Context: an optimization exercise on an open-source flow, tuned for small area and a short achievable clock period. The choices shown serve that exercise and are no tape-out recipe. At most, simulation tests tie the RTL to the original design; equivalence was not proved. Only the layout flow was run in run 1; the RTL was not checked for function there. Power figures rest on the tool's default switching activity, not on a simulated workload.

==> flow/config.mk <==
export PLATFORM = sky130hd
export DESIGN_NAME = FpAdd
export DESIGN_NICKNAME = FpAdd
export VERILOG_FILES = /design/flow/design.v
export SDC_FILE = /design/flow/constraint.sdc
export NUM_CORES = 4
export LEC_CHECK = 0
export ABC_AREA = 1
export CAP_MARGIN = 20
export CORE_MARGIN = 2
export CORE_UTILIZATION = 40
export SLEW_MARGIN = 20
==> flow/constraint.sdc <==
create_clock -name core_clock -period 10.0 [get_ports {iCLK}]
set_input_delay 2.0000 -clock core_clock [delete_from_list [all_inputs] [get_ports {iCLK}]]
set_output_delay 2.0000 -clock core_clock [all_outputs]
set_load 0.01 [all_outputs]
==> flow/design.v <==
module FpAdd (
    input             iCLK,
    input      [26:0] iA,
    input      [26:0] iB,
    output reg [26:0] oSum
);
    wire [17:0] L;
    wire [16:0] Y;
    wire [5:0]  d;
    wire        flush, sub;
    wire [7:0]  L_e;
    wire        L_s;
    FpAdd_s1 u_s1 (.iA(iA), .iB(iB), .L(L), .Y(Y), .d(d), .flush(flush),
                   .sub(sub), .L_e(L_e), .L_s(L_s));
    reg [17:0] r_L;
    reg [16:0] r_Y;
    reg [5:0]  r_d;
    reg        r_flush;
    reg        r_sub;
    reg [7:0]  r_e;
    reg        r_s;
    always @(posedge iCLK) begin
        r_L     <= L;
        r_Y     <= Y;
        r_d     <= d;
        r_flush <= flush;
        r_sub   <= sub;
        r_e     <= L_e;
        r_s     <= L_s;
    end
    wire [20:0] sum;
    wire [4:0]  lz;
    wire        zero;
    FpAdd_s2 u_s2 (.L(r_L), .Y(r_Y), .d(r_d), .flush(r_flush), .sub(r_sub),
                   .L_e(r_e), .sum(sum), .lz(lz), .zero(zero));
    reg [20:0] q_sum;
    reg [4:0]  q_lz;
    reg [7:0]  q_e;
    reg        q_s;
    reg        q_zero;
    always @(posedge iCLK) begin
        q_sum  <= sum;
        q_lz   <= lz;
        q_e    <= r_e;
        q_s    <= r_s;
        q_zero <= zero;
    end
    wire [26:0] res;
    FpAdd_s3 u_s3 (.sum(q_sum), .lz(q_lz), .L_e(q_e), .sgn(q_s),
                   .zero(q_zero), .res(res));
    always @*
        oSum = res;
endmodule
module FpAdd_s1 (
    input  [26:0] iA,
    input  [26:0] iB,
    output [17:0] L,      
    output [16:0] Y,      
    output [5:0]  d,      
    output        flush,  
    output        sub,    
    output [7:0]  L_e,    
    output        L_s     
);
    wire        A_s = iA[26];
    wire [7:0]  A_e = iA[25:18];
    wire        B_s = iB[26];
    wire [7:0]  B_e = iB[25:18];
    wire pass = (A_e == 8'd0) | (B_e == 8'd0);
    wire [7:0]  dAB, dBA;
    wire        A_lt, B_lt;
    FpAdd_esub u_dAB (.a(A_e), .b(B_e), .d(dAB), .lt(A_lt));
    FpAdd_esub u_dBA (.a(B_e), .b(A_e), .d(dBA), .lt(B_lt));
    wire [7:0]  dd  = A_lt ? dBA : dAB;
    wire        tie = (A_e == B_e);
    wire A_larger = ~A_lt & (~tie | (iA[17:1] > iB[17:1]));
    assign L_s = A_larger ? A_s : B_s;
    assign L_e = A_lt ? B_e : A_e;
    assign L   = A_larger ? {iA[17:1], pass & iA[0]} : {iB[17:1], pass & iB[0]};
    assign Y   = A_larger ? iB[17:1] : iA[17:1];
    assign d     = dd[5:0];
    assign flush = pass | (A_lt ? (dBA > 8'd35) : (dAB > 8'd35));
    assign sub   = A_s ^ B_s;
endmodule
module FpAdd_esub (
    input  [7:0] a,
    input  [7:0] b,
    output [7:0] d,
    output       lt
);
    wire [7:0] p = a ^ ~b;
    reg  [8:0] G, P, Gn, Pn;
    integer k, m;
    always @* begin
        G = {a & ~b, 1'b1};
        P = {p, 1'b0};
        for (k = 1; k < 9; k = k * 2) begin
            Gn = G; Pn = P;
            for (m = k; m < 9; m = m + 1) begin
                Gn[m] = G[m] | (P[m] & G[m-k]);
                Pn[m] = P[m] & P[m-k];
            end
            G = Gn; P = Pn;
        end
    end
    assign d  = p ^ G[7:0];
    assign lt = ~G[8];
endmodule
module FpAdd_s2 (
    input  [17:0] L,
    input  [16:0] Y,
    input  [5:0]  d,
    input         flush,
    input         sub,
    input  [7:0]  L_e,
    output [20:0] sum,
    output reg [4:0] lz,
    output        zero
);
    wire [19:0] W = flush ? 20'd0 : ({1'b1, Y, 2'b00} >> d);
    reg  [15:0] M;
    integer i;
    always @*
        for (i = 0; i < 16; i = i + 1)
            M[i] = (d >= i + 3) & (d <= 6'd18);
    wire sticky = ~flush & (|(Y[15:0] & M) |
                            (d == 6'd19 & |Y[16:1]) |
                            (d >= 6'd20));
    wire [20:0] Lw  = {2'b01, L, 1'b0};
    wire [20:0] y   = {1'b0, W} ^ {21{sub}};
    wire        cin = sub & ~sticky;
    wire [20:0] p   = Lw ^ y;
    reg  [20:0] G, P, Gn, Pn;
    integer k, m;
    always @* begin
        G = Lw & y;
        P = p;
        for (k = 1; k < 21; k = k * 2) begin
            Gn = G; Pn = P;
            for (m = k; m < 21; m = m + 1) begin
                Gn[m] = G[m] | (P[m] & G[m-k]);
                Pn[m] = P[m] & P[m-k];
            end
            G = Gn; P = Pn;
        end
    end
    wire [20:0] c = {G[19:0] | (P[19:0] & {20{cin}}), cin};
    assign sum = p ^ c;
    integer j;
    always @* begin
        lz = 5'd21;
        for (j = 0; j < 21; j = j + 1)
            if (sum[j])
                lz = 5'd20 - j[4:0];
    end
    assign zero = (L_e == 8'd0) | (sum == 21'd0);
endmodule
module FpAdd_s3 (
    input  [20:0] sum,
    input  [4:0]  lz,
    input  [7:0]  L_e,
    input         sgn,
    input         zero,
    output [26:0] res
);
    wire [20:0] norm = sum << lz;
    wire [7:0] t = L_e + 8'd1;
    wire [4:0] e_lo;
    wire       e_b;
    FpAdd_sub5 u_elo (.a(t[4:0]), .b(lz), .d(e_lo), .lt(e_b));
    wire [7:0] e_out = {e_b ? t[7:5] - 3'd1 : t[7:5], e_lo};
    assign res = zero ? 27'd0 : {sgn, e_out, norm[19:2]};
endmodule
module FpAdd_sub5 (
    input  [4:0] a,
    input  [4:0] b,
    output [4:0] d,
    output       lt
);
    wire [4:0] p = a ^ ~b;
    reg  [5:0] G, P, Gn, Pn;
    integer k, m;
    always @* begin
        G = {a & ~b, 1'b1};
        P = {p, 1'b0};
        for (k = 1; k < 6; k = k * 2) begin
            Gn = G; Pn = P;
            for (m = k; m < 6; m = m + 1) begin
                Gn[m] = G[m] | (P[m] & G[m-k]);
                Pn[m] = P[m] & P[m-k];
            end
            G = Gn; P = Pn;
        end
    end
    assign d  = p ^ G[4:0];
    assign lt = ~G[5];
endmodule
==> flow/flow/run.sh <==
#!/bin/bash
# Standard ORFS layout, with two changes: the port buffers are buf_2 cells
# instead of the delay-buffer cell buffer_ports picks by default, and
# repair_timing aims for 5.6 ns of setup slack.
export BUFFER_PORTS_ARGS="-buffer_cell sky130_fd_sc_hd__buf_2"
export SETUP_SLACK_MARGIN=5.6
bash standard.sh > standard.log 2>&1
==> flow/standard.sh <==
#!/bin/bash
# synth_recipe.tcl (not shown) runs the flow's synth.tcl, then flattens the netlist and writes it again
# the make line also repeats each setting of config.mk as NAME=value (left out here)
make -C /OpenROAD-flow-scripts/flow DESIGN_CONFIG=/design/flow/config.mk WORK_HOME=/design/flow/orfs CLKGATE_MAP_FILE= SYNTH_SCRIPT=/design/flow/synth_recipe.tcl "${@:-finish}"
==> flow_summary.ini, run 1 <==
[synth]
yosysMostFrequentCell = nand2_1
netlist.top_cell.by_area = dfxtp_1
ys_ff_latch = 87
async_flop_share_pct = 0
synthFlopType = dfxtp_1
ys_types = 55
netlist_area_um2 = 7426
yosys-top-cells-count = 301 x nand2_1, 137 x inv_1, 104 x nor2_1
syn_nets = 1283
ys_seq_area_share_pct = 23.45
synth_area_per_cell_um2 = 6.363
synth.top_cell.area_share_pct = 23.45
synth_warnings = 4
yosys-top-cells-area = dfxtp_1 23%, nand2_1 15%, ha_1 9.9%
synth_edf_count = 0
synthCells = 1167

[critical_path]
cp_data_arrival_time_ns = 2.25
rr_endpoint = q_zero
crit_type = flip-flop to output pin
ff2ff_setup_slack_ns = 5.93
worstPathRequired_ns = 8.00
critPathCaptureType = output pin
crit_path_start = q_e[0]
cp_max_fo = 5
crit_path_start_kind = flip-flop
worstReg2RegStart = r_d[0]
r2r_cells = 30
endpoint = oSum[24]

[floorplan]
die_y_um = 140.3
die_w_um = 140.3
placement_rows = 49
core_um2 = 18090
pin_count = 82
design.die.area_um2 = 19670
start_util_pct = 41.06

[route]
wl_per_cell_um = 13.83
drc = 0
vias = 7559
vias_per_cell = 5.149
wirelength_um = 20300
drt_pass1_iterations = 6
drt_iter0_drc = 555
postRouteAntennaNets = 0

[global_routing]
grt.total_usage_pct = 20.62
grt_pass1_vias = 6987
grt_overflow = 0
grt_pass1_wl_um = 33470
antenna_found_initial = 0
grt_max_degree = 36

[placement]
hpwl_um = 15840
gp_congestion = 0.9582
portBuffers = 81

[timing]
min_period_ns = 4.250
slew_viol_final = 0
hold_viol = 0
fin_skew_ns = 0.008921
relSlewSlack_pct = 41.70
fin_crit_sh_pct = 42.50
rsz0062_at_grt = true
timing.final.setup_violations = 0
max_freq_mhz = 235.3
fin_tns_setup_ns = 0
worstMarginPinSlew_ns = 0.8735

[clock_tree]
clock_tree.root_cell = clkbuf_16
cts_sinks = 87
clock_latency_ns = 0.35
clk_path_buf_depth = 2
cts-buffers-inserted = 9
path_clk_slew_ns = 0.07
htreeDepth = 3
cts_tree = yes

[pwr]
power_per_cell_area_nw_per_um2 = 246.7
ir_drop_uv = 102.9
leakagePower_nw = 4.275

[final_layout]
areaGrowthSynthToFinish_pct = 14.79
diodes = 0
nets = 1350
final_util_pct = 47.13
drive_gt1_share_pct = 14.69

[outcome]
status = finished clean

[worst_hold_path]
hold_class = flip-flop to flip-flop

[run]
cap_violations = 0
state kept, by name, summed over array words and instances, names as in the netlist:
signal and count:
r_d 6, r_L 18, r_sub 1, r_e 8
r_s 1, q_e 8, q_s 1, r_Y 17
q_sum 20, q_zero 1, q_lz 5, r_flush 1
cells by family (layout without fill, tap and decap cells):
group	after synthesis	in the layout	share of synthesized area (%)
fa+ha+maj	61	61	10.48
flops	87	87	23.45
buf+inv	189	257	10.50
simple gates	549	553	31.68
compound gates	229	229	17.57
xor+xnor	47	47	5.644
mux	5	5	0.6740
metrics by stage:
step	instance area (um^2)	total power, W	hold slack [ns]	cells	setup slack (ns)
6_report	8524	0.002103	0.3438	1468	5.750
5_1_grt	8524	0.002307	0.3585	1468	5.526
4_1_cts	8341	0.002078	0.3533	1460	5.595
3_5_place_dp	7923	0.001708	0.3402	1438	4.758
3_3_place_gp	7923	0.001704	0.3399	1438	4.800
2_1_floorplan	7426	0.001391	0.3096	1167	5.743
worst min path at each step:
stage               startpoint      to  slack, ns  depth (start not counted)
floorplan                  r_s     q_s       0.31                          0
global placement        r_e[1]  q_e[1]       0.34                          0
detailed placement      r_e[0]  q_e[0]       0.34                          0
CTS                     r_e[0]  q_e[0]       0.35                          0
global route            r_e[0]  q_e[0]       0.36                          0
finish                  r_e[0]  q_e[0]       0.34                          0
layout by cell type, fill, tap and decap left out, types with 9 or more instances in the layout:
cell type	n
nand2_2	12
inv_1	135
nand3_1	79
buf_2	82
nor3_1	14
nand2_1	300
a21oi_1	69
clkbuf_16	9
xor2_1	41
ha_1	57
nor2_1	104
o21ai_0	92
dfxtp_1	82
worst max-delay path, stage by stage (launching register included):
cell and delay (ns):
dfxtp_4 0.36, ha_4 0.24, ha_4 0.23, a21o_1 0.19
a21oi_2 0.15, nor2_1 0.05, nor2_1 0.08, inv_1 0.05
a21oi_2 0.14, inv_1 0.09, o21ai_1 0.12, a21oi_1 0.05
buf_2 0.14
repair_timing:
| item | 4_1_cts | 5_1_grt |
|---|---|---|
| hold endpoints to repair | 0 | 0 |
| pin swaps | 1 | 3 |
| hold buffers | 0 | 0 |
| cloned | 3 | 3 |
| setup endpoints to repair | 55 | 52 |
| setup buffers | 3 | 5 |
| gates resized for setup | 18 | 33 |
where the power goes:
part / total [W] / switching [W] / internal (W)
combinational: 0.00125 / 0.000789 / 0.000460
sequential: 0.000517 / 0.0000812 / 0.000435
clock: 0.000337 / 0.000150 / 0.000187
layout make-up:
cell class              count  area (um^2)
well taps                 229        286.5
clock inverters             5        47.55
repair inverters            2        10.01
repair buffers             92        509.2
inverters                 147        574.3
flip-flops and latches     87         1760
multi-input cells         895         5084
clock buffers              11        252.7
fillers                  1921         9562
layer usage:
layer | wire [um] | part of all wire [%] | GRT usage [%]
met1 | 9626 | 47 | 28.14
met2 | 9420 | 46 | 33.59
met3 | 809 | 4.0 | 2.325
met4 | 443 | 2.2 | 7.709
met5 | 0 | 0 | 0
==> inputs of run 2 (changes only) <==
--- a/flow/design.v
+++ b/flow/design.v
@@ -80,5 +80,5 @@
     assign Y   = A_larger ? iB[17:1] : iA[17:1];
     assign d     = dd[5:0];
-    assign flush = pass | (A_lt ? (dBA > 8'd35) : (dAB > 8'd35));
+    assign flush = pass | (dd > 8'd35);
     assign sub   = A_s ^ B_s;
 endmodule
--- a/flow/config.mk
+++ b/flow/config.mk
@@ -11,2 +11,3 @@
 export CORE_UTILIZATION = 40
 export SLEW_MARGIN = 20
+export SYNTH_HIERARCHICAL = 1
==> run 2 against run 1 <==
Core utilization decreased by 1.4 points. Worst setup slack worse by 0.20 ns. Largest power group unchanged. Still clean on timing, DRC and antenna. Combinational power about the same. Hold slack lost 0.00080 ns. First-iteration DRC count increased by 0.90%.
==> flow_summary.ini, run 2 <==
[final_layout]
regMostFlops = q_sum
final_common_cell = nand2_1
largest_reg_flops = 20
drive_gt1_share_pct = 14.36
diodes = 0
top_regs = q_sum: 20 flops, r_L: 18 flops, r_Y: 17 flops
final_cell_mix = 438 x nand2_1, 169 x inv_1, 129 x nand3_1
areaGrowthSynthToFinish_pct = 11.32
nets = 1485

[critical_path]
cp_max_fo = 3
worstPathRequired_ns = 8.00
crit_path_start_kind = flip-flop
ff2ff_setup_slack_ns = 5.90
worstReg2RegStart = r_d[0]
r2r_cells = 25
rr_endpoint = q_lz[3]
crit_type = flip-flop to output pin
crit_path_start = q_e[0]
cp_data_arrival_time_ns = 2.45
critPathCaptureType = output pin

[outcome]
status = finished clean

[floorplan]
core_um2 = 19650
design.die.area_um2 = 21350
die_y_um = 146.1
placement_rows = 51
pin_count = 82
start_util_pct = 41.11
die_w_um = 146.1

[pwr]
power_per_cell_area_nw_per_um2 = 234.9
ir_drop_uv = 88.22
leakagePower_nw = 4.780

[route]
wirelength_um = 21870
drt_pass1_iterations = 5
postRouteAntennaNets = 0
drt_iter0_drc = 560
vias = 8155
vias_per_cell = 4.982
drc = 0
wl_per_cell_um = 13.36

[timing]
timing.final.setup_violations = 0
worstMarginPinSlew_ns = 0.6605
rsz0062_at_grt = true
max_freq_mhz = 224.6
hold_viol = 0
fin_tns_setup_ns = 0
fin_crit_sh_pct = 44.53
relSlewSlack_pct = 55.91
fin_ws_ns = 5.548
fin_skew_ns = 0.02371
min_period_ns = 4.453
slew_viol_final = 0

[worst_hold_path]
min-delay-start = r_e[1]
hold_class = flip-flop to flip-flop
hold_end = q_e[1]
whs_path_depth = 0

[global_routing]
grt_max_degree = 53
grt_overflow = 0
grt_pass1_wl_um = 35090
grt.total_usage_pct = 19.98
antenna_found_initial = 0
grt_pass1_vias = 7255

[clock_tree]
clock_latency_ns = 0.36
clk_path_buf_depth = 2
clock_tree.root_cell = clkbuf_16
cts_hold_buf = 0
path_clk_slew_ns = 0.06
cts_sinks = 87
cts_tree = yes
cts-buffers-inserted = 9
htreeDepth = 3

[synth]
synth_warnings = 10
syn_nets = 1421
netlist_area_um2 = 8079
synthCells = 1304
synth_area_per_cell_um2 = 6.196

[placement]
portBuffers = 81
gp_congestion = 0.9661
place_ws_ns = 5.317
hpwl_um = 17670

[run]
cap_violations = 0
-- run 2: changes by cell type in the layout (fill, tap and decap cells not counted), sizes merged, moves of 5 or more --
cell    before  now
nand2      320  448
nand3       82  137
inv        148  184
o21ai      104   68
a21oi       76   47
nor2       112   94
xnor2        5   18
xor2        42   34
or2          2    8
nand3b       5   10
-- run 2: final cells by class --
| type | count | area (um^2) |
|---|---|---|
| Multi-Input combinational cell | 994 | 5458 |
| Clock buffer | 10 | 229.0 |
| Sequential cell | 87 | 1759 |
| Tap cell | 265 | 331.6 |
| Timing Repair Buffer | 89 | 465.4 |
| Inverter | 187 | 714.4 |
| Clock inverter | 5 | 36.28 |
| Fill cell | 2148 | 10660 |
-- run 2: how the worst max path moves through the flow --
stage	endpoint	slack (ns)	depth (start not counted)
after floorplan	oSum[25]	6.04	12
after CTS	oSum[25]	5.49	13
final	oSum[25]	5.55	13
after global routing	oSum[25]	5.46	13
after detailed placement	r_L[6]	5.32	14
after global placement	r_L[1]	5.32	14
-- run 2: metal layers --
layer / GRT usage [%] / wire length, um
met5: 0 / 0
met4: 7.087 / 546
met3: 3.531 / 1291
met2: 31.18 / 9669
met1: 27.72 / 10370
-- run 2: metrics by stage --
stage | power [W] | cell area, um^2 | util [%] | std cells | hold WS [ns]
finish | 0.002112 | 8994 | 45.76 | 1637 | 0.3430
global route | 0.002305 | 8994 | 45.76 | 1637 | 0.3535
CTS | 0.002097 | 8885 | 45.21 | 1634 | 0.3482
detailed placement | 0.001774 | 8592 | 43.72 | 1617 | 0.3340
global placement | 0.001774 | 8592 | 43.72 | 1617 | 0.3366
floorplan | 0.001445 | 8079 | - | 1304 | 0.3096
-- run 2: worst max-delay path, stage by stage (launching register included) --
cell	delay [ns]
dfxtp_2	0.36
ha_4	0.17
nand3_4	0.09
xnor2_2	0.14
ha_1	0.34
a21oi_1	0.18
o21ai_1	0.09
nor2_1	0.15
nand2_1	0.08
xnor2_1	0.16
inv_1	0.07
o21ai_2	0.10
a21oi_1	0.05
buf_2	0.14
-- run 2: report_power, final --
part	switching, W	total (W)	internal [W]
clock network	0.000147	0.000314	0.000167
registers	0.000107	0.000543	0.000435
logic	0.000791	0.00126	0.000464
total	0.00105	0.00211	0.00107
-- run 2: timing repair --
item	CTS	global route
hold endpoints to repair	0	0
setup buffers	2	3
gates resized for setup	8	25
gates cloned	0	0
pin swaps	3	8
setup endpoints to repair	15	45
==> inputs of run 3 (changes only) <==
--- a/flow/config.mk
+++ b/flow/config.mk
@@ -11,3 +11,2 @@
 export CORE_UTILIZATION = 40
 export SLEW_MARGIN = 20
-export SYNTH_HIERARCHICAL = 1
==> run 3 against run 2 <==
Still clean. Area after synthesis is 11% lower. Die area is 11% lower. Sequential share of layout area is 2.0 points higher. Power is 8.2% lower. Clock skew is 0.012 ns lower. Hold slack better by 0.0098 ns. Largest power group unchanged. Global-route usage is 1.1 points higher.
==> flow_summary.ini, run 3 <==
[synth]
async_flop_share_pct = 0
yosys-top-cells-area = dfxtp_1 24%, nand2_1 17%, ha_1 10%
synth.top_cell.area_share_pct = 24.29
yosys-top-cells-count = 325 x nand2_1, 149 x inv_1, 110 x o21ai_0
netlist.top_cell.by_area = dfxtp_1
synth_edf_count = 0
synth_top_family_by_area = simple AND/OR/NAND/NOR gates
ys_ff_latch = 87
synth_xor_area_share_pct = 5.584
synth_area_per_cell_um2 = 6.351
synth_compound_area_share_pct = 18.55
synthFlopType = dfxtp_1
synthAdderAreaFrac_pct = 10.85
yosys.area_share.simple_pct = 29.54
syn_nets = 1245
yosysMostFrequentCell = nand2_1
synthMuxAreaShare_pct = 0.6980
synth_warnings = 4
synthCells = 1129
ys_types = 52
ys_seq_area_share_pct = 24.29
netlist_area_um2 = 7171

[floorplan]
design.die.area_um2 = 19010
core_um2 = 17420
die_w_um = 137.9
pin_count = 82
placement_rows = 48
die_y_um = 137.9
start_util_pct = 41.17

[critical_path]
slowest_delay_ns = 0.34
rr_endpoint = q_lz[4]
ff2ff_setup_slack_ns = 6.03
crit_chain = ha_4 > ha_4 > a21o_1 > a21oi_2 > nor2_1 > nor2_1 > inv_1 > a21oi_2 > nand2_1 > o21ai_1 > a21oi_1 > buf_2
cpMaxStageDelayCell = dfxtp_2
cp_data_arrival_time_ns = 2.27
endpoint = oSum[25]
r2r_cells = 27
worstReg2RegStart = r_d[0]
worstPathRequired_ns = 8.00
crit_type = flip-flop to output pin
critPathCaptureType = output pin
crit_path_start_kind = flip-flop
cp_max_fo = 5
crit_path_start = q_e[0]

[placement]
portBuffers = 81
dp.cells = 1398
gp_congestion = 0.9515
hpwl_um = 15350

[pwr]
clock_power_share_pct = 17.1
ir_drop_uv = 158.0
swShare_pct = 46.86
leakagePower_nw = 4.125
power_per_cell_area_nw_per_um2 = 236.3
p_seq_share_pct = 27.0
power.total_w = 0.001938
comb_power_share_pct = 55.9
p_switching_w = 0.0009084
cellInternalPower_w = 0.001030

[final_layout]
final_cell_mix = 324 x nand2_1, 145 x inv_1, 103 x o21ai_0
regMostFlops = q_sum
final_common_cell = nand2_1
areaGrowthSynthToFinish_pct = 14.38
diodes = 0
register_area_um2 = 1768
fillers = 1865
top_regs = q_sum: 20 flops, r_L: 18 flops, r_Y: 17 flops
final_cells = 1426
multi_input_area_um2 = 4742
nets = 1313
largest_reg_flops = 20
drive_gt1_share_pct = 13.49

[timing]
relSlewSlack_pct = 47.53
max_freq_mhz = 234.2
fin_skew_ns = 0.01132
fin_tns_setup_ns = 0
hold_ws_ns = 0.3528
rsz0062_at_grt = true
hold_viol = 0
fin_crit_sh_pct = 42.70
worstMarginPinSlew_ns = 0.7860
timing.final.setup_violations = 0
slew_viol_final = 0
min_period_ns = 4.270

[clock_tree]
clk_path_buf_depth = 2
clock_tree.root_cell = clkbuf_16
cts-buffers-inserted = 9
htreeDepth = 3
cts_sinks = 87
path_clk_slew_ns = 0.06
clock_latency_ns = 0.35
cts_hold_buf = 0
cts_tree = yes

[route]
drc = 0
vias_per_cell = 5.119
drt_pass1_iterations = 8
wl_per_cell_um = 13.72
postRouteAntennaNets = 0
wirelength_um = 19560
vias = 7300
drt_iter0_drc = 391

[global_routing]
grt_pass1_vias = 6817
grt_pass1_wl_um = 31610
antenna_found_initial = 0
grt_max_degree = 38
grt.total_usage_pct = 21.05
grt_overflow = 0

[outcome]
status = finished clean

[run]
cap_violations = 0

[worst_hold_path]
hold_class = flip-flop to flip-flop
==> run 3: cell type report <==
type	count	share of cell area, %
multi-input cells	849	57.82
flip-flops and latches	87	21.56
inverters	155	7.384
repair buffers	91	5.904
well taps	225	3.432
clock buffers	9	2.746
clock inverters	6	0.8543
repair inverters	4	0.3051
==> run 3: repair_timing <==
| item | 4_1_cts | 5_1_grt |
|---|---|---|
| resized for setup | 20 | 25 |
| gates cloned | 3 | 1 |
| setup buffers | 3 | 6 |
| pin swaps | 0 | 3 |
| setup endpoints to repair | 52 | 36 |
==> run 3: worst min-delay path by stage <==
stage | startpoint | endpoint | slack [ns] | cells past startpoint
finish | r_e[6] | q_e[6] | 0.35 | 0
global route | r_e[4] | q_e[4] | 0.36 | 0
global placement | r_e[6] | q_e[6] | 0.33 | 0
floorplan | r_s | q_s | 0.31 | 0
detailed placement | r_e[6] | q_e[6] | 0.34 | 0
CTS | r_e[6] | q_e[6] | 0.35 | 0
==> run 3: kinds of logic (layout without fill, tap and decap cells) <==
family,count (synthesis),after routing
XOR/XNOR,44,44
adder cells (fa/ha/maj),61,61
AND/OR/NAND/NOR,509,509
buffers and inverters,193,265
AO/OA/AOI/OAI,230,230
flip-flops,87,87
multiplexers,5,5
==> run 3: through the flow <==
step / cell area [um^2] / worst slack (ns) / utilization [%]
detailed placement: 7695 / 4.355 / 44.18
finish: 8202 / 5.730 / 47.09
floorplan: 7171 / 5.834 / -
global route: 8202 / 5.572 / 47.09
CTS: 8087 / 5.601 / 46.43
global placement: 7695 / 4.495 / 44.18
==> run 3: worst max-delay path: cells and delay by family (launching register included) <==
family | cells | cell delay [ns]
and+or+nand+nor | 3 | 0.22
DFF | 1 | 0.34
adders and majority gates | 2 | 0.47
AOI/OAI and AO/OA | 5 | 0.68
buffers and inverters | 2 | 0.19
==> run 3: power by group through the flow <==
stage	combinational (W)	sequential, W	clock (W)
after floorplan	0.000796	0.000472	0
after global placement	0.00102	0.000529	0
after detailed placement	0.00102	0.000530	0
after CTS	0.00105	0.000526	0.000338
after global routing	0.00125	0.000536	0.000356
final	0.00108	0.000524	0.000332
==> run 3: layer usage <==
layer / global-route usage, % / vias up / share of wire [%]
met1: 26.25 / 3211 / 45
met3: 2.230 / 48 / 4.3
met4: 10.60 / 0 / 3.5
li1: - / 3837 / -
met5: 0 / - / 0
met2: 35.97 / 204 / 47
==> inputs of run 4 (changes only) <==
--- a/flow/config.mk
+++ b/flow/config.mk
@@ -10,3 +10,4 @@
 export CORE_MARGIN = 2
 export CORE_UTILIZATION = 40
+export PLACE_DENSITY = 0.75
 export SLEW_MARGIN = 20
==> run 4 against run 3 <==
Non-clock buffer count is 8 higher. Critical path type unchanged. Sequential cell count stayed put. Cell area is 1.5% higher. Die area stayed put. Hold slack worse by 0.0023 ns. Sequential power is 4% lower. Critical endpoint is now oSum[23]. Clock skew is 0.0018 ns lower. Synthesized cell count stayed put. Still clean. Via count is 0.71% higher. Sequential share of layout area is 0.40 points lower.
==> flow_summary.ini, run 4 <==
[synth]
netlist_area_um2 = 7171
synth.top_cell.area_share_pct = 24.29
async_flop_share_pct = 0
yosys-top-cells-area = dfxtp_1 24%, nand2_1 17%, ha_1 10%
synth_area_per_cell_um2 = 6.351
synthCells = 1129
ys_seq_area_share_pct = 24.29
netlist.top_cell.by_area = dfxtp_1
syn_nets = 1245
yosys-top-cells-count = 325 x nand2_1, 149 x inv_1, 110 x o21ai_0
synthFlopType = dfxtp_1
synth_edf_count = 0
synth_warnings = 4
yosysMostFrequentCell = nand2_1
ys_types = 52
ys_ff_latch = 87

[pwr]
ir_drop_uv = 178.5
power_per_cell_area_nw_per_um2 = 237.3
leakagePower_nw = 4.198

[timing]
hold_ws_ns = 0.3505
min_period_ns = 4.297
slew_viol_final = 0
fin_skew_ns = 0.009489
rsz0062_at_grt = true
timing.final.setup_violations = 0
hold_viol = 0
fin_crit_sh_pct = 42.97
fin_tns_setup_ns = 0
worstMarginPinSlew_ns = 0.7299
relSlewSlack_pct = 51.28
max_freq_mhz = 232.7

[placement]
gp_congestion = 0.9512
portBuffers = 81
hpwl_um = 14830

[global_routing]
grt_overflow = 0
grt_pass1_wl_um = 31060
antenna_found_initial = 0
grt_pass1_vias = 6852
grt_max_degree = 38
grt.total_usage_pct = 20.35

[clock_tree]
cts-buffers-inserted = 9
path_clk_slew_ns = 0.06
clock_tree.root_cell = clkbuf_16
clock_latency_ns = 0.34
cts_tree = yes
cts_sinks = 87
clk_path_buf_depth = 2
htreeDepth = 3

[final_layout]
areaGrowthSynthToFinish_pct = 16.12
fillers = 1829
diodes = 0
regMostFlops = q_sum
top_regs = q_sum: 20 flops, r_L: 18 flops, r_Y: 17 flops
nets = 1322
final_cell_mix = 322 x nand2_1, 145 x inv_1, 99 x o21ai_0
drive_gt1_share_pct = 14.29
largest_reg_flops = 20
final_common_cell = nand2_1

[critical_path]
cp_data_arrival_time_ns = 2.30
crit_type = flip-flop to output pin
cpMaxStageDelayCell = dfxtp_4
crit_path_start_kind = flip-flop
worstPathRequired_ns = 8.00
slowest_delay_ns = 0.36
critPathCaptureType = output pin
crit_chain = ha_4 > xor2_2 > ha_1 > a21oi_2 > nor2_1 > nor2_1 > inv_1 > a21oi_2 > inv_2 > o21ai_2 > a21oi_1 > buf_2
cp_max_fo = 4

[floorplan]
pin_count = 82
placement_rows = 48
die_w_um = 137.9
die_y_um = 137.9
start_util_pct = 41.17
core_um2 = 17420
design.die.area_um2 = 19010

[route]
drc = 0
drt_iter0_drc = 446
drt_pass1_iterations = 5
vias_per_cell = 5.120
wirelength_um = 19150
wl_per_cell_um = 13.34
vias = 7352
postRouteAntennaNets = 0

[run]
cap_violations = 0

[outcome]
status = finished clean

[worst_hold_path]
hold_class = flip-flop to flip-flop
-- run 4: metrics by stage --
stage / instances / total power (W) / util [%] / instance area [um^2] / setup slack (ns)
final: 1436 / 0.001976 / 47.81 / 8327 / 5.703
after global routing: 1436 / 0.002169 / 47.81 / 8327 / 5.541
after CTS: 1420 / 0.001932 / 46.56 / 8109 / 5.596
after detailed placement: 1399 / 0.001548 / 44.22 / 7702 / 3.765
after global placement: 1399 / 0.001538 / 44.22 / 7702 / 3.971
after floorplan: 1129 / 0.001268 / - / 7171 / 5.834
-- run 4: final timing paths --
path / slack [ns] / to / cells past startpoint / from
worst max-delay path: 5.70 / oSum[23] / 12 / q_e[0]
worst min-delay path: 0.35 / q_e[6] / 0 / r_e[6]
worst max register to register: 6.04 / q_lz[4] / 26 / r_d[0]
worst min register to register: 0.35 / q_e[6] / 0 / r_e[6]
-- run 4: cell families after synthesis --
family	Yosys count	share of synthesized area, %
buf+inv	193	10.49
fa+ha+maj	61	10.85
mux	5	0.6980
simple gates	509	29.54
compound gates	230	18.55
xor+xnor	44	5.584
flops	87	24.29
-- run 4: critical path, delay by kind of cell (launching register included) --
family	cells	cell delay, ns
AOI/OAI and AO/OA	4	0.49
xor gates and xnor gates	1	0.14
adders and majority gates	2	0.51
buffers and inverters	3	0.30
DFF	1	0.36
and+or+nand+nor	2	0.18
-- run 4: what timing repair did --
| action | in CTS | in global routing |
|---|---|---|
| pin swaps | 1 | 13 |
| hold endpoints to repair | 0 | 0 |
| setup buffers | 3 | 13 |
| resized for setup | 16 | 37 |
| gates cloned | 2 | 3 |
| setup endpoints to repair | 58 | 29 |
| hold buffers | 0 | 0 |
-- run 4: routing by layer --
layer / routed length [um] / vias to the layer above / global-route usage, % / share of wire (%)
met3: 1088 / 51 / 2.997 / 5.7
met2: 8701 / 264 / 33.72 / 45
li1: - / 3838 / - / -
met5: 0 / - / 0 / 0
met4: 729 / 0 / 9.751 / 3.8
met1: 8630 / 3199 / 25.93 / 45
-- run 4: power by group --
group          switching [W]  internal, W
Combinational       0.000698     0.000415
Clock               0.000138     0.000221
Sequential         0.0000721     0.000432
-- run 4: layout make-up --
| cell class | count | area, um^2 | area share [%] |
|---|---|---|---|
| Multi-Input combinational cell | 850 | 4783 | 57.45 |
| Clock buffer | 10 | 229.0 | 2.750 |
| Sequential cell | 87 | 1762 | 21.16 |
| Timing Repair Buffer | 99 | 551.8 | 6.627 |
| Inverter | 155 | 600.6 | 7.213 |
| Timing Repair inverter | 4 | 25.02 | 0.3005 |
| Clock inverter | 6 | 93.84 | 1.127 |
| Tap cell | 225 | 281.5 | 3.381 |
==> inputs of run 5 (changes only) <==
==> flow/flow/run.sh (replaced) <==
#!/bin/bash
# Standard ORFS layout, with two changes: the port buffers are buf_2 cells
# instead of the delay-buffer cell buffer_ports picks by default, and
# repair_timing aims for 5.7 ns of setup slack.
export BUFFER_PORTS_ARGS="-buffer_cell sky130_fd_sc_hd__buf_2"
export SETUP_SLACK_MARGIN=5.7
bash standard.sh > standard.log 2>&1
--- a/flow/config.mk
+++ b/flow/config.mk
@@ -10,4 +10,3 @@
 export CORE_MARGIN = 2
 export CORE_UTILIZATION = 40
-export PLACE_DENSITY = 0.75
 export SLEW_MARGIN = 20
==> run 5 against run 4 <==
Still clean on timing, DRC and antenna. First-iteration DRC count decreased by 7.8%. Critical path depth unchanged. Sequential share of layout area increased by 0.14 points. Hold slack improved by 0.0011 ns. Combinational power about the same. Worst setup slack improved by 0.028 ns. Critical endpoint is now oSum[25].
==> flow_summary.ini, run 5 <==
[synth]
ys_types = 52
synthFlopType = dfxtp_1
ys_seq_area_share_pct = 24.29
syn_nets = 1245
netlist_area_um2 = 7171
netlist.top_cell.by_area = dfxtp_1
synthCells = 1129
async_flop_share_pct = 0
synth_edf_count = 0
synth.top_cell.area_share_pct = 24.29
synth_warnings = 4
yosys-top-cells-count = 325 x nand2_1, 149 x inv_1, 110 x o21ai_0
yosysMostFrequentCell = nand2_1
synth_area_per_cell_um2 = 6.351
yosys-top-cells-area = dfxtp_1 24%, nand2_1 17%, ha_1 10%
ys_ff_latch = 87

[timing]
relSlewSlack_pct = 48.23
fin_crit_sh_pct = 42.69
min_period_ns = 4.269
max_freq_mhz = 234.3
fin_ws_ns = 5.731
worstMarginPinSlew_ns = 0.7755
fin_tns_setup_ns = 0
fin_skew_ns = 0.01066
rsz0062_at_grt = true
hold_ws_ns = 0.3516
timing.final.setup_violations = 0
hold_viol = 0
slew_viol_final = 0

[route]
vias = 7343
vias_per_cell = 5.117
wirelength_um = 19900
drt_pass1_iterations = 8
wl_per_cell_um = 13.87
drc = 0
postRouteAntennaNets = 0
drt_iter0_drc = 411

[final_layout]
diodes = 0
nets = 1322
areaGrowthSynthToFinish_pct = 15.95
register_area_um2 = 1770
fin_area_um2 = 8314
regMostFlops = q_sum
fillers = 1858
final_cell_mix = 323 x nand2_1, 144 x inv_1, 95 x o21ai_0
drive_gt1_share_pct = 14.96
multi_input_area_um2 = 4783
final_common_cell = nand2_1
top_regs = q_sum: 20 flops, r_L: 18 flops, r_Y: 17 flops
largest_reg_flops = 20

[pwr]
ir_drop_uv = 158.9
leakagePower_nw = 4.166
power_per_cell_area_nw_per_um2 = 236.3

[placement]
gp_congestion = 0.9515
placed_cell_area_um2 = 7695
hpwl_um = 15350
place_ws_ns = 4.355
portBuffers = 81

[clock_tree]
cts_tree = yes
path_clk_slew_ns = 0.06
htreeDepth = 3
clock_latency_ns = 0.35
cts-buffers-inserted = 9
cts_hold_buf = 0
clk_path_buf_depth = 2
clock_tree.root_cell = clkbuf_16
cts_sinks = 87

[floorplan]
core_um2 = 17420
die_w_um = 137.9
die_y_um = 137.9
start_util_pct = 41.17
placement_rows = 48
design.die.area_um2 = 19010
pin_count = 82

[critical_path]
ff2ff_setup_slack_ns = 6.09
cp_max_fo = 4
critPathCaptureType = output pin
worstPathRequired_ns = 8.00
cp_data_arrival_time_ns = 2.27
crit_type = flip-flop to output pin
crit_path_start_kind = flip-flop

[outcome]
status = finished clean

[global_routing]
grt_overflow = 0
grt_pass1_vias = 6844
antenna_found_initial = 0
grt.total_usage_pct = 21.17
grt_pass1_wl_um = 31820
grt_max_degree = 38

[worst_hold_path]
hold_class = flip-flop to flip-flop

[run]
cap_violations = 0
-- run 5: cell types whose count changed in the layout (fill, tap and decap cells not counted), sizes merged --
cell      previous run  this run
buf                 97        95
bufinv               2         1
clkbuf              12        13
clkinv               4         1
clkinvlp             7        11
-- run 5: layer usage --
layer | wire [um] | global-route usage (%) | share of wire, %
met2 | 9341 | 36.33 | 47
met5 | 0 | 0 | 0
met3 | 977 | 2.156 | 4.9
met4 | 799 | 10.43 | 4.0
met1 | 8785 | 26.45 | 44
-- run 5: layout make-up --
cell class                      instances  area share (%)
Tap cell                              225           3.386
Timing Repair Buffer                   99           6.546
Inverter                              155           7.359
Sequential cell                        87           21.29
Timing Repair inverter                  4          0.3311
Multi-Input combinational cell        850           57.53
Clock buffer                            9           2.709
Clock inverter                          6          0.8427
-- run 5: metrics by stage --
stage	power (W)	std cells	utilization [%]
final	0.001965	1435	47.74
after detailed placement	0.001552	1398	44.18
after CTS	0.001918	1420	46.63
after global placement	0.001549	1398	44.18
after global routing	0.002164	1435	47.74
after floorplan	0.001268	1129	-
-- run 5: repair_timing --
action | in CTS | in global routing
resized for setup | 27 | 39
cloned | 3 | 2
setup endpoints to repair | 53 | 35
pin swaps | 1 | 5
setup buffers | 4 | 13
-- run 5: report_power, final --
group	leakage [nW]	internal (W)	switching, W
registers	0.735	0.000435	0.0000840
clock network	0.135	0.000194	0.000138
logic	3.30	0.000416	0.000699
-- run 5: worst max-delay path, cell delays in order (launching register included) --
cell and delay, ns:
dfxtp_4 0.36, ha_4 0.27, ha_4 0.20, a21o_1 0.20
a21oi_2 0.16, nor2_1 0.05, nor2_1 0.08, inv_1 0.05
a21oi_2 0.15, nand2_1 0.09, o21ai_1 0.12, a21oi_1 0.05
buf_2 0.14
-- run 5: worst paths after layout --
path / startpoint / end / depth (start not counted)
hold reg to reg: r_e[0] / q_e[0] / 0
hold / removal: r_e[0] / q_e[0] / 0
setup / recovery: q_e[0] / oSum[25] / 12
setup reg to reg: r_d[0] / q_lz[4] / 24
-- run 5: cell families (layout without fill, tap and decap cells) --
family / after synthesis / in the layout / share of synthesized area [%]
AOI/OAI and AO/OA: 230 / 230 / 18.55
xor gates and xnor gates: 44 / 44 / 5.584
adders and majority gates: 61 / 61 / 10.85
buffers and inverters: 193 / 273 / 10.49
DFF: 87 / 87 / 24.29
muxes: 5 / 5 / 0.6980
and+or+nand+nor: 509 / 510 / 29.54
==> inputs of run 6 (changes only) <==
==> flow/flow/run.sh (replaced) <==
#!/bin/bash
# Standard ORFS layout, with two changes: the port buffers are buf_2 cells
# instead of the delay-buffer cell buffer_ports picks by default, and
# repair_timing aims for 5.5 ns of setup slack.
export BUFFER_PORTS_ARGS="-buffer_cell sky130_fd_sc_hd__buf_2"
export SETUP_SLACK_MARGIN=5.5
bash standard.sh > standard.log 2>&1
==> run 6 against run 5 <==
Largest cell class unchanged. Critical path depth stayed put. Worst setup slack worse by 0.10 ns. Combinational power hardly changed. Hold slack better by 0.0038 ns. Global-route usage is 0.33 points lower. Sequential cell count stayed put. Clock skew is 0.0022 ns higher. Largest power group unchanged. First-iteration DRC count is 1.7% lower. Non-clock buffer count is 6 lower. Highest routed layer unchanged. Via count is 0.71% lower. Wire length is 1.9% lower.
==> flow_summary.ini, run 6 <==
[synth]
async_flop_share_pct = 0
synth_top_family_by_area = simple AND/OR/NAND/NOR gates
synth_warnings = 4
yosysMostFrequentCell = nand2_1
synthCells = 1129
ys_seq_area_share_pct = 24.29
ys_ff_latch = 87
synth_area_per_cell_um2 = 6.351
synthFlopType = dfxtp_1
synth_compound_area_share_pct = 18.55
syn_nets = 1245
synth_edf_count = 0
yosys.area_share.simple_pct = 29.54
synthMuxAreaShare_pct = 0.6980
netlist_area_um2 = 7171
synthAdderAreaFrac_pct = 10.85
yosys-top-cells-count = 325 x nand2_1, 149 x inv_1, 110 x o21ai_0
synth_xor_area_share_pct = 5.584
ys_types = 52
yosys-top-cells-area = dfxtp_1 24%, nand2_1 17%, ha_1 10%
synth.top_cell.area_share_pct = 24.29
netlist.top_cell.by_area = dfxtp_1

[pwr]
leakagePower_nw = 4.127
clock_power_share_pct = 17.2
p_seq_share_pct = 27.2
ir_drop_uv = 158.2
comb_power_share_pct = 55.6
cellInternalPower_w = 0.001027
swShare_pct = 46.90
power_per_cell_area_nw_per_um2 = 236.4
p_switching_w = 0.0009071

[clock_tree]
cts_tree = yes
clk_path_buf_depth = 2
clock_latency_ns = 0.35
cts-buffers-inserted = 9
cts_sinks = 87
htreeDepth = 3
path_clk_slew_ns = 0.06
clock_tree.root_cell = clkbuf_16

[route]
wl_per_cell_um = 13.67
drt_iter0_drc = 404
drc = 0
drt_pass1_iterations = 9
postRouteAntennaNets = 0
wirelength_um = 19530
vias = 7291
vias_per_cell = 5.102

[floorplan]
pin_count = 82
die_y_um = 137.9
design.die.area_um2 = 19010
die_w_um = 137.9
start_util_pct = 41.17
placement_rows = 48
core_um2 = 17420

[final_layout]
diodes = 0
largest_reg_flops = 20
fillers = 1864
final_common_cell = nand2_1
areaGrowthSynthToFinish_pct = 14.13
regMostFlops = q_sum
final_cell_mix = 324 x nand2_1, 146 x inv_1, 105 x o21ai_0
top_regs = q_sum: 20 flops, r_L: 18 flops, r_Y: 17 flops
drive_gt1_share_pct = 13.12
nets = 1316
final_util_pct = 46.99

[placement]
portBuffers = 81
gp_congestion = 0.9515
hpwl_um = 15350

[global_routing]
grt_pass1_wl_um = 31350
grt_overflow = 0
grt_pass1_vias = 6733
grt.total_usage_pct = 20.84
grt_max_degree = 38
antenna_found_initial = 0

[critical_path]
cp_data_arrival_time_ns = 2.37
slowest_delay_ns = 0.34
crit_chain = ha_1 > ha_4 > a21o_1 > a21oi_2 > nor2_1 > nor2_1 > inv_1 > a21oi_2 > nand2_1 > o21ai_0 > a21oi_1 > buf_2
ff2ff_setup_slack_ns = 5.93
worstPathRequired_ns = 8.00
critPathCaptureType = output pin
path_delay_family = compound AO/OA/AOI/OAI gates
cp_max_fo = 5
crit_path_start_kind = flip-flop
crit_type = flip-flop to output pin
worstPathBufferInverterCount = 2
cpMaxStageDelayCell = dfxtp_1

[timing]
fin_tns_setup_ns = 0
hold_viol = 0
fin_skew_ns = 0.01289
rsz0062_at_grt = true
timing.final.setup_violations = 0
max_freq_mhz = 228.9
slew_viol_final = 0
worstMarginPinSlew_ns = 0.7816
fin_crit_sh_pct = 43.69
min_period_ns = 4.369
relSlewSlack_pct = 47.83

[run]
cap_violations = 0

[outcome]
status = finished clean

[worst_hold_path]
hold_class = flip-flop to flip-flop
-- run 6: cell count changes in the layout (fill, tap and decap cells not counted), moves of 3 or more --
cell and delta:
clkbuf_4 -3, dfxtp_1 +3, nor2_1 +4, nor2_2 -4, o21ai_0 +10, o21ai_1 -10
-- run 6: kinds of logic after synthesis --
kind of cell	after synthesis
xor+xnor	44
flops	87
mux	5
simple gates	509
buf+inv	193
compound gates	230
fa+ha+maj	61
-- run 6: final timing paths --
path | from | depth (start not counted) | to
worst max register to register | r_d[0] | 26 | q_lz[4]
worst max-delay path | q_e[0] | 12 | oSum[25]
worst min register to register | r_e[6] | 0 | q_e[6]
worst min-delay path | r_e[6] | 0 | q_e[6]
-- run 6: final cells by class --
cell class	instances	area, um^2	share of cell area, %
multi-input combinational	849	4722	57.70
tap	225	281.5	3.440
clock inverter	6	70.07	0.8561
timing repair inverter	5	30.03	0.3669
sequential	87	1762	21.53
clock buffer	9	225.2	2.752
timing repair buffer	93	493.0	6.024
inverter	155	600.6	7.338
-- run 6: through the flow --
step	area [um^2]	worst slack (ns)	cells	total power, W	hold slack [ns]
finish	8184	5.631	1429	0.001934	0.3554
detailed placement	7695	4.355	1398	0.001552	0.3389
CTS	8044	5.522	1417	0.001902	0.3510
floorplan	7171	5.834	1129	0.001268	0.3096
global route	8184	5.457	1429	0.002131	0.3630
global placement	7695	4.495	1398	0.001549	0.3346
-- run 6: per-layer routing --
metal | up-vias | wire, um | part of all wire (%) | GRT usage, %
met5 | - | 0 | 0 | 0
met4 | 0 | 625 | 3.2 | 9.297
met3 | 46 | 854 | 4.4 | 2.230
met2 | 210 | 9311 | 48 | 35.95
met1 | 3195 | 8740 | 45 | 26.21
li1 | 3840 | - | - | -
-- run 6: power by group through the flow --
stage	Sequential (W)	Clock (W)	Combinational (W)
finish	0.000526	0.000334	0.00108
global route	0.000538	0.000355	0.00124
CTS	0.000524	0.000338	0.00104
detailed placement	0.000530	0	0.00102
global placement	0.000529	0	0.00102
floorplan	0.000472	0	0.000796
-- run 6: repair_timing --
item	in CTS	in global routing
buffers inserted	2	9
pin swaps	0	1
gates resized for setup	14	20
endpoints found under the setup margin	51	35
cloned	2	3
hold buffers	0	0
-- run 6: worst reg2reg max path, cell delays in order (launching register included) --
cell	delay (ns)
dfxtp_4	0.40
buf_4	0.20
nand2_1	0.11
inv_1	0.11
a21oi_1	0.27
nand2_1	0.09
o21ai_0	0.14
nand2_1	0.11
o211ai_1	0.11
nand2_1	0.09
xor2_1	0.16
ha_1	0.37
a21oi_2	0.19
nor2_1	0.06
a211oi_1	0.31
nand2_4	0.11
nand4_1	0.09
nand2_1	0.10
nand3_1	0.10
nand3_2	0.08
xor2_2	0.16
inv_1	0.08
nor2_2	0.13
nand2_1	0.09
nor2_1	0.17
inv_1	0.08
nor2_1	0.08
==> inputs of run 7 (changes only) <==
==> flow/flow/run.sh (replaced) <==
#!/bin/bash
# Standard ORFS layout, with two changes: the port buffers are buf_2 cells
# instead of the delay-buffer cell buffer_ports picks by default, and
# repair_timing aims for 5.6 ns of setup slack.
export BUFFER_PORTS_ARGS="-buffer_cell sky130_fd_sc_hd__buf_2"
export SETUP_SLACK_MARGIN=5.6
bash standard.sh > standard.log 2>&1
--- a/flow/config.mk
+++ b/flow/config.mk
@@ -10,3 +10,4 @@
 export CORE_MARGIN = 2
 export CORE_UTILIZATION = 40
+export PLACE_DENSITY = 0.45
 export SLEW_MARGIN = 20
==> run 7 against run 6 <==
Synthesized cell count did not move. Global-route usage rose by 1.1 points. Power rose by 2.9%. Combinational power rose by 7%. Register-to-register slack improved by 0.06 ns. Non-clock buffer count rose by 10. Clock power fell by 2%. Worst setup slack improved by 0.048 ns. Cell count rose by 0.70%. Core utilization rose by 0.90 points. Critical endpoint unchanged.
==> flow_summary.ini, run 7 <==
[critical_path]
worstPathRequired_ns = 8.00
cp_data_arrival_time_ns = 2.32
cpMaxStageDelayCell = dfxtp_4
slowest_delay_ns = 0.36
crit_path_start_kind = flip-flop
crit_type = flip-flop to output pin
cp_max_fo = 5
critPathCaptureType = output pin
crit_chain = ha_4 > ha_4 > a21o_1 > a21oi_2 > nor2_1 > nor2_1 > inv_1 > a21oi_2 > nand2_1 > o21ai_1 > a21oi_1 > buf_2

[route]
wirelength_um = 20820
vias = 7207
wl_per_cell_um = 14.47
drt_pass1_iterations = 5
postRouteAntennaNets = 0
drc = 0
vias_per_cell = 5.008
drt_iter0_drc = 384

[final_layout]
multi_input_area_um2 = 4778
final_common_cell = nand2_1
diodes = 0
largest_reg_flops = 20
register_area_um2 = 1758
nets = 1325
top_regs = q_sum: 20 flops, r_L: 18 flops, r_Y: 17 flops
drive_gt1_share_pct = 14.50
final_cell_mix = 322 x nand2_1, 145 x inv_1, 100 x o21ai_0
areaGrowthSynthToFinish_pct = 16.31
regMostFlops = q_sum
fillers = 1869

[timing]
min_period_ns = 4.322
fin_tns_setup_ns = 0
hold_ws_ns = 0.3508
max_freq_mhz = 231.4
fin_crit_sh_pct = 43.22
worstMarginPinSlew_ns = 0.7885
relSlewSlack_pct = 46.76
rsz0062_at_grt = true
hold_viol = 0
timing.final.setup_violations = 0
fin_skew_ns = 0.01083
slew_viol_final = 0

[synth]
synth_area_per_cell_um2 = 6.351
synthFlopType = dfxtp_1
netlist_area_um2 = 7171
syn_nets = 1245
synth_xor_area_share_pct = 5.584
synth_compound_area_share_pct = 18.55
yosys.area_share.simple_pct = 29.54
synth_edf_count = 0
synthCells = 1129
synth_warnings = 4
yosys-top-cells-count = 325 x nand2_1, 149 x inv_1, 110 x o21ai_0
yosysMostFrequentCell = nand2_1
ys_seq_area_share_pct = 24.29
synthAdderAreaFrac_pct = 10.85
synth.top_cell.area_share_pct = 24.29
async_flop_share_pct = 0
synthMuxAreaShare_pct = 0.6980
ys_types = 52
netlist.top_cell.by_area = dfxtp_1
ys_ff_latch = 87
yosys-top-cells-area = dfxtp_1 24%, nand2_1 17%, ha_1 10%
synth_top_family_by_area = simple AND/OR/NAND/NOR gates

[clock_tree]
clk_path_buf_depth = 2
cts_hold_buf = 0
path_clk_slew_ns = 0.06
cts_tree = yes
htreeDepth = 3
clock_latency_ns = 0.36
clock_tree.root_cell = clkbuf_16
cts_sinks = 87
cts-buffers-inserted = 9

[global_routing]
met3_usage_pct = 3.216
gr-usage-met1_pct = 27.93
grt_pass1_wl_um = 32430
grt.total_usage_pct = 21.94
antenna_found_initial = 0
grt_overflow = 0
grt_max_degree = 38
grt_pass1_vias = 6494
grt.busiest_layer = met2
grtUsageMet2_pct = 38.12

[placement]
gp_congestion = 0.9047
hpwl_um = 16460
portBuffers = 81

[floorplan]
die_y_um = 137.9
design.die.area_um2 = 19010
start_util_pct = 41.17
placement_rows = 48
die_w_um = 137.9
pin_count = 82
core_um2 = 17420

[pwr]
leakagePower_nw = 4.206
power_per_cell_area_nw_per_um2 = 238.6
ir_drop_uv = 147.1

[outcome]
status = finished clean

[worst_hold_path]
hold_class = flip-flop to flip-flop

[run]
cap_violations = 0
==> run 7: logic make-up (layout without fill, tap and decap cells) <==
| group | Yosys count | in the layout |
|---|---|---|
| buffers and inverters | 193 | 276 |
| DFF | 87 | 87 |
| and+or+nand+nor | 509 | 511 |
| muxes | 5 | 5 |
| AOI/OAI and AO/OA | 230 | 230 |
| xor gates and xnor gates | 44 | 44 |
| adders and majority gates | 61 | 61 |
==> run 7: layout make-up <==
type	instances	area share, %
repair buffers	103	7.366
clock inverters	6	0.6301
clock buffers	10	2.865
multi-input cells	851	57.29
inverters	155	7.216
well taps	225	3.375
flip-flops and latches	87	21.08
repair inverters	2	0.1800
==> run 7: critical path, delay by kind of cell, from the launching register on <==
kind | cells | cell delay, ns
fa+ha+maj | 2 | 0.49
buf+inv | 2 | 0.20
simple gates | 3 | 0.25
compound gates | 5 | 0.67
flops | 1 | 0.36
==> run 7: path summary, 6_finish.rpt <==
kind,endpoint,cells after the start,slack [ns],startpoint
setup / recovery,oSum[25],12,5.68,q_e[0]
hold / removal,q_e[1],0,0.35,r_e[1]
setup reg to reg,q_lz[4],23,5.99,r_Y[11]
hold reg to reg,q_e[1],0,0.35,r_e[1]
==> run 7: repair_timing <==
action	in CTS	in global routing
resized for setup	17	37
setup buffers	1	15
cloned	1	4
pin swaps	0	15
setup endpoints to repair	59	33
==> run 7: per-layer routing <==
metal	up-vias	part of all wire [%]
li1	3846	-
met1	3216	46
met2	122	49
met3	23	3.0
met4	0	2.1
met5	-	0
==> run 7: power breakdown <==
group / internal [W] / total [W] / switching [W]
combinational: 0.000431 / 0.00116 / 0.000728
clock: 0.000179 / 0.000328 / 0.000150
sequential: 0.000432 / 0.000503 / 0.0000712
==> run 7: stage by stage <==
stage          total power [W]  setup WS, ns  cells  instance area (um^2)  utilization [%]
6_report              0.001990         5.678   1439                  8341            47.89
5_1_grt               0.002184         5.492   1439                  8341            47.89
4_1_cts               0.001945         5.530   1420                  8085            46.42
3_5_place_dp          0.001594         3.654   1402                  7725            44.35
3_3_place_gp          0.001597         3.819   1402                  7725            44.35
2_1_floorplan         0.001268         5.834   1129                  7171                -
==> inputs of run 8 (changes only) <==
--- a/flow/config.mk
+++ b/flow/config.mk
@@ -10,4 +10,4 @@
 export CORE_MARGIN = 2
 export CORE_UTILIZATION = 40
-export PLACE_DENSITY = 0.45
 export SLEW_MARGIN = 20
+export TNS_END_PERCENT = 30
==> run 8 against run 7 <==
Still clean on timing, DRC and antenna. Via count is 1.7% higher. Cell area is 1.3% lower. Sequential share of layout area is 0.39 points higher. Sequential cell count stayed put. Power is 2.3% lower. Global-route usage is 1.0 points lower. Combinational power is 6% lower. Critical endpoint is now oSum[24]. Largest cell class unchanged. Largest power group unchanged.
==> flow_summary.ini, run 8 <==
[route]
postRouteAntennaNets = 0
drt_pass1_iterations = 6
vias_per_cell = 5.124
vias = 7333
drc = 0
drt_iter0_drc = 392
wirelength_um = 19710
wl_per_cell_um = 13.77

[final_layout]
fin_area_um2 = 8229
drive_gt1_share_pct = 13.76
final_cells = 1431
final_cell_mix = 324 x nand2_1, 146 x inv_1, 101 x o21ai_0
top_regs = q_sum: 20 flops, r_L: 18 flops, r_Y: 17 flops
fillers = 1866
nets = 1318
regMostFlops = q_sum
largest_reg_flops = 20
diodes = 0
areaGrowthSynthToFinish_pct = 14.76
final_common_cell = nand2_1

[synth]
synth_area_per_cell_um2 = 6.351
ys_types = 52
yosys-top-cells-area = dfxtp_1 24%, nand2_1 17%, ha_1 10%
async_flop_share_pct = 0
synthCells = 1129
synth.top_cell.area_share_pct = 24.29
synth_warnings = 4
netlist.top_cell.by_area = dfxtp_1
ys_seq_area_share_pct = 24.29
netlist_area_um2 = 7171
syn_nets = 1245
yosys-top-cells-count = 325 x nand2_1, 149 x inv_1, 110 x o21ai_0
yosysMostFrequentCell = nand2_1
ys_ff_latch = 87
synth_edf_count = 0
synthFlopType = dfxtp_1

[timing]
fin_crit_sh_pct = 42.76
fin_skew_ns = 0.01122
max_freq_mhz = 233.9
hold_ws_ns = 0.3527
relSlewSlack_pct = 48.95
worstMarginPinSlew_ns = 0.7647
slew_viol_final = 0
min_period_ns = 4.276
timing.final.setup_violations = 0
fin_tns_setup_ns = 0
rsz0062_at_grt = true
fin_ws_ns = 5.724
hold_viol = 0

[clock_tree]
clk_path_buf_depth = 2
clock_tree.root_cell = clkbuf_16
path_clk_slew_ns = 0.06
cts-buffers-inserted = 9
htreeDepth = 3
clock_latency_ns = 0.35
cts_sinks = 87
cts_tree = yes

[worst_hold_path]
whs_path_depth = 0
hold_end = q_e[6]
hold_class = flip-flop to flip-flop
min-delay-start = r_e[6]

[critical_path]
cp_data_arrival_time_ns = 2.28
slowest_delay_ns = 0.38
crit_path_start_kind = flip-flop
crit_chain = ha_4 > ha_4 > a21o_1 > a21oi_2 > nor2_1 > nor2_1 > inv_1 > a21oi_2 > inv_1 > o21ai_0 > a21oi_1 > buf_2
worstPathRequired_ns = 8.00
rr_endpoint = q_lz[4]
crit_type = flip-flop to output pin
cpMaxStageDelayCell = dfxtp_1
r2r_cells = 26
ff2ff_setup_slack_ns = 6.05
worstReg2RegStart = r_d[0]
cp_max_fo = 5
critPathCaptureType = output pin

[floorplan]
die_w_um = 137.9
start_util_pct = 41.17
core_um2 = 17420
die_y_um = 137.9
placement_rows = 48
pin_count = 82
design.die.area_um2 = 19010

[pwr]
swShare_pct = 46.86
clock_power_share_pct = 17.1
ir_drop_uv = 158.2
cellInternalPower_w = 0.001033
comb_power_share_pct = 56.0
power_per_cell_area_nw_per_um2 = 236.2
leakagePower_nw = 4.142
p_seq_share_pct = 26.9
p_switching_w = 0.0009106

[global_routing]
grt_pass1_vias = 6766
antenna_found_initial = 0
grt_pass1_wl_um = 31460
grt_overflow = 0
grt_max_degree = 38
grt.total_usage_pct = 20.91

[outcome]
status = finished clean

[placement]
gp_congestion = 0.9515
place_ws_ns = 4.355
dp.cells = 1398
hpwl_um = 15350
portBuffers = 81
placed_cell_area_um2 = 7695

[run]
cap_violations = 0
-- run 8: cell counts after synthesis --
Identical to the previous run, type by type.
-- run 8: layout make-up --
type,count,area (um^2),share of cell area (%)
repair buffers,94,500.5,6.082
flip-flops and latches,87,1767,21.47
multi-input cells,850,4752,57.75
well taps,225,281.5,3.421
inverters,155,603.1,7.329
clock inverters,6,70.07,0.8515
repair inverters,5,30.03,0.3649
clock buffers,9,225.2,2.737
-- run 8: worst max-delay path by stage --
stage	start	end	slack (ns)	cells past startpoint
4_1_cts	q_lz[0]	oSum[17]	5.57	9
5_1_grt	q_e[1]	oSum[23]	5.55	12
3_5_place_dp	iA[23]	r_L[3]	4.36	11
2_1_floorplan	iA[20]	r_flush	5.83	15
6_report	q_e[1]	oSum[24]	5.72	12
3_3_place_gp	iA[23]	r_L[3]	4.50	11
-- run 8: through the flow --
step / utilization, % / total power, W
final: 47.25 / 0.001943
after CTS: 46.30 / 0.001908
after global placement: 44.18 / 0.001549
after detailed placement: 44.18 / 0.001552
after floorplan: - / 0.001268
after global routing: 47.25 / 0.002143
-- run 8: timing repair --
| action | 4_1_cts | 5_1_grt |
|---|---|---|
| resized for setup | 15 | 31 |
| setup endpoints to repair | 52 | 44 |
| hold endpoints to repair | 0 | 0 |
| buffers inserted | 3 | 9 |
| pin swaps | 0 | 4 |
| hold buffers | 0 | 0 |
| cloned | 2 | 4 |
-- run 8: per-layer routing --
metal | part of all wire [%] | routed length, um | track usage (%) | vias up
li1 | - | - | - | 3846
met1 | 45 | 8857 | 26.23 | 3221
met2 | 47 | 9188 | 36.00 | 208
met3 | 4.4 | 863 | 2.230 | 58
met4 | 4.0 | 798 | 9.637 | 0
met5 | 0 | 0 | 0 | -
-- run 8: power groups by stage --
stage,sequential (W),combinational (W),clock (W)
finish,0.000523,0.00109,0.000332
global route,0.000536,0.00125,0.000356
CTS,0.000524,0.00105,0.000338
detailed placement,0.000530,0.00102,0
global placement,0.000529,0.00102,0
floorplan,0.000472,0.000796,0
-- run 8: kinds of logic after synthesis --
logic type                 count (synthesis)  share of synthesized area [%]
muxes                                      5                         0.6980
buffers and inverters                    193                          10.49
xor gates and xnor gates                  44                          5.584
adders and majority gates                 61                          10.85
DFF                                       87                          24.29
AOI/OAI and AO/OA                        230                          18.55
and+or+nand+nor                          509                          29.54
-- run 8: critical path: cells and delay by family (launching register included) --
kind | cells | cell delay [ns]
buffers and inverters | 3 | 0.28
flip-flops | 1 | 0.38
adder cells (fa/ha/maj) | 2 | 0.46
AO/OA/AOI/OAI | 5 | 0.68
AND/OR/NAND/NOR | 2 | 0.13
==> inputs of run 9 (changes only) <==
--- a/flow/config.mk
+++ b/flow/config.mk
@@ -11,3 +11,3 @@
 export CORE_UTILIZATION = 40
 export SLEW_MARGIN = 20
-export TNS_END_PERCENT = 30
+export TNS_END_PERCENT = 10
==> run 9 against run 8 <==
Highest routed layer unchanged. Worst setup slack worse by 0.016 ns. Wire length decreased by 0.44%. Core utilization hardly changed. Sequential power hardly changed. Critical path type unchanged. Area after synthesis is the same. Global-route usage is 0.077 points lower. Power is essentially flat. Sequential cell count is the same. Die area stayed put. Via count down 0.45%. Synthesized cell count unchanged. Cell count about the same. Still clean on timing, DRC and antenna.
==> flow_summary.ini, run 9 <==
[outcome]
status = finished clean

[timing]
timing.final.setup_violations = 0
fin_tns_setup_ns = 0
fin_crit_sh_pct = 42.92
relSlewSlack_pct = 48.05
worstMarginPinSlew_ns = 0.7783
fin_skew_ns = 0.01251
max_freq_mhz = 233.0
rsz0062_at_grt = true
hold_viol = 0
slew_viol_final = 0
fin_ws_ns = 5.708
hold_ws_ns = 0.3534
min_period_ns = 4.292

[critical_path]
worstPathRequired_ns = 8.00
crit_path_start_kind = flip-flop
cpMaxStageDelayCell = dfxtp_2
cp_data_arrival_time_ns = 2.29
slowest_delay_ns = 0.59
cp_max_fo = 21
critPathCaptureType = output pin
crit_chain = ha_1 > inv_1 > a21o_1 > a21oi_2 > nor2_1 > nor2_1 > inv_1 > a21oi_2 > inv_1 > o21ai_0 > a21oi_1 > buf_2
ff2ff_setup_slack_ns = 6.04
cp_common_cell = inv_1
crit_type = flip-flop to output pin

[final_layout]
largest_reg_flops = 20
final_common_cell = nand2_1
top_regs = q_sum: 20 flops, r_L: 18 flops, r_Y: 17 flops
register_area_um2 = 1764
nets = 1319
regMostFlops = q_sum
areaGrowthSynthToFinish_pct = 14.85
diodes = 0
final_cell_mix = 324 x nand2_1, 146 x inv_1, 101 x o21ai_0
drive_gt1_share_pct = 13.84
fillers = 1857
multi_input_area_um2 = 4746

[clock_tree]
path_clk_slew_ns = 0.06
cts_sinks = 87
clock_latency_ns = 0.35
clk_path_buf_depth = 2
cts-buffers-inserted = 9
clock_tree.root_cell = clkbuf_16
cts_tree = yes
htreeDepth = 3
cts_hold_buf = 0

[route]
wl_met3_um = 885
vias = 7300
drt_iter0_drc = 423
postRouteAntennaNets = 0
wl_per_cell_um = 13.70
top_layer_used = met4
drc = 0
wl_met1_um = 8808
vias_per_cell = 5.098
drt_pass1_iterations = 7
met2_length_um = 9275
wirelength_um = 19620

[global_routing]
antenna_found_initial = 0
grt.total_usage_pct = 20.84
grt_pass1_wl_um = 31330
grt_pass1_vias = 6729
grt_max_degree = 38
grt_overflow = 0

[synth]
ys_types = 52
ys_seq_area_share_pct = 24.29
ys_ff_latch = 87
syn_nets = 1245
netlist.top_cell.by_area = dfxtp_1
synth.top_cell.area_share_pct = 24.29
synthFlopType = dfxtp_1
yosys-top-cells-area = dfxtp_1 24%, nand2_1 17%, ha_1 10%
synthCells = 1129
async_flop_share_pct = 0
yosys-top-cells-count = 325 x nand2_1, 149 x inv_1, 110 x o21ai_0
yosysMostFrequentCell = nand2_1
synth_area_per_cell_um2 = 6.351
netlist_area_um2 = 7171
synth_edf_count = 0
synth_warnings = 4

[placement]
hpwl_um = 15350
portBuffers = 81
gp_congestion = 0.9515
place_ws_ns = 4.355

[floorplan]
core_um2 = 17420
design.die.area_um2 = 19010
die_y_um = 137.9
start_util_pct = 41.17
die_w_um = 137.9
pin_count = 82
placement_rows = 48

[worst_hold_path]
hold_class = flip-flop to flip-flop

[pwr]
leakagePower_nw = 4.145
ir_drop_uv = 157.3
power_per_cell_area_nw_per_um2 = 236.2

[run]
cap_violations = 0
==> run 9: layout make-up <==
type,instances,share of cell area (%)
clock buffers,9,2.735
repair buffers,96,6.259
repair inverters,5,0.3646
clock inverters,6,0.8508
multi-input cells,849,57.63
well taps,225,3.418
inverters,155,7.323
flip-flops and latches,87,21.42
==> run 9: worst paths after layout <==
path	from	cells after the start	end
setup / recovery	q_lz[0]	12	oSum[24]
setup reg to reg	r_d[0]	27	q_lz[4]
hold / removal	r_e[6]	0	q_e[6]
hold reg to reg	r_e[6]	0	q_e[6]
==> run 9: timing repair <==
| item | in CTS | in global routing |
|---|---|---|
| gates resized for setup | 13 | 32 |
| endpoints found under the setup margin | 52 | 44 |
| cloned | 2 | 3 |
| setup buffers | 2 | 12 |
| pin swaps | 0 | 4 |
==> run 9: logic make-up after synthesis <==
| group | count (synthesis) | share of synthesized area (%) |
|---|---|---|
| AO/OA/AOI/OAI | 230 | 18.55 |
| XOR/XNOR | 44 | 5.584 |
| adder cells (fa/ha/maj) | 61 | 10.85 |
| buffers and inverters | 193 | 10.49 |
| flip-flops | 87 | 24.29 |
| multiplexers | 5 | 0.6980 |
| AND/OR/NAND/NOR | 509 | 29.54 |
==> run 9: metal layers <==
| metal | vias up | track usage (%) |
|---|---|---|
| li1 | 3841 | - |
| met1 | 3197 | 26.21 |
| met2 | 212 | 35.92 |
| met3 | 50 | 2.230 |
| met4 | 0 | 9.297 |
| met5 | - | 0 |
==> run 9: worst max-delay path: cells and delay by family (launching register included) <==
kind                     cells  cell delay, ns
AO/OA/AOI/OAI                5            0.66
adder cells (fa/ha/maj)      1            0.21
buffers and inverters        4            0.34
flip-flops                   1            0.59
AND/OR/NAND/NOR              2            0.13
==> run 9: where the power goes <==
| group | switching (W) | internal (W) |
|---|---|---|
| Clock | 0.000139 | 0.000194 |
| Sequential | 0.0000900 | 0.000434 |
| Combinational | 0.000682 | 0.000407 |
| Total | 0.000911 | 0.00103 |
==> run 9: metrics by stage <==
stage | util, % | cell area [um^2] | std cells | power, W
6_report | 47.28 | 8235 | 1432 | 0.001945
3_3_place_gp | 44.18 | 7695 | 1398 | 0.001549
3_5_place_dp | 44.18 | 7695 | 1398 | 0.001552
4_1_cts | 46.16 | 8040 | 1417 | 0.001900
2_1_floorplan | - | 7171 | 1129 | 0.001268
5_1_grt | 47.28 | 8235 | 1432 | 0.002142

## static timing again, ports no longer ideal
In the flow no input, the clock included, has a driving cell. The finished layouts below were timed again as built, in two steps. Step 1, drivers: a clkbuf_16 drives iCLK and a buf_2 each remaining input, both assumed. Step 2 times the ports against the registers' clock, not the clock port: input delays grow and output delays shrink by t, the midpoint of the rising clock arrivals with the driver on. a / b / c = ideal ports / drivers / drivers and shift; a / b = the first two.
run | t, ns | slack for setup (ns)
run 1 | 0.385 | 5.750 / 5.708 / 5.531
run 2 | 0.391 | 5.547 / 5.505 / 5.431
run 3 | 0.393 | 5.730 / 5.685 / 5.437
run 4 | 0.380 | 5.703 / 5.661 / 5.468
run 5 | 0.393 | 5.731 / 5.685 / 5.473
run 6 | 0.392 | 5.631 / 5.587 / 5.400
run 7 | 0.402 | 5.678 / 5.628 / 5.377
run 8 | 0.388 | 5.724 / 5.681 / 5.405
run 9 | 0.389 | 5.708 / 5.665 / 5.396
After both steps every run listed still meets setup and hold.
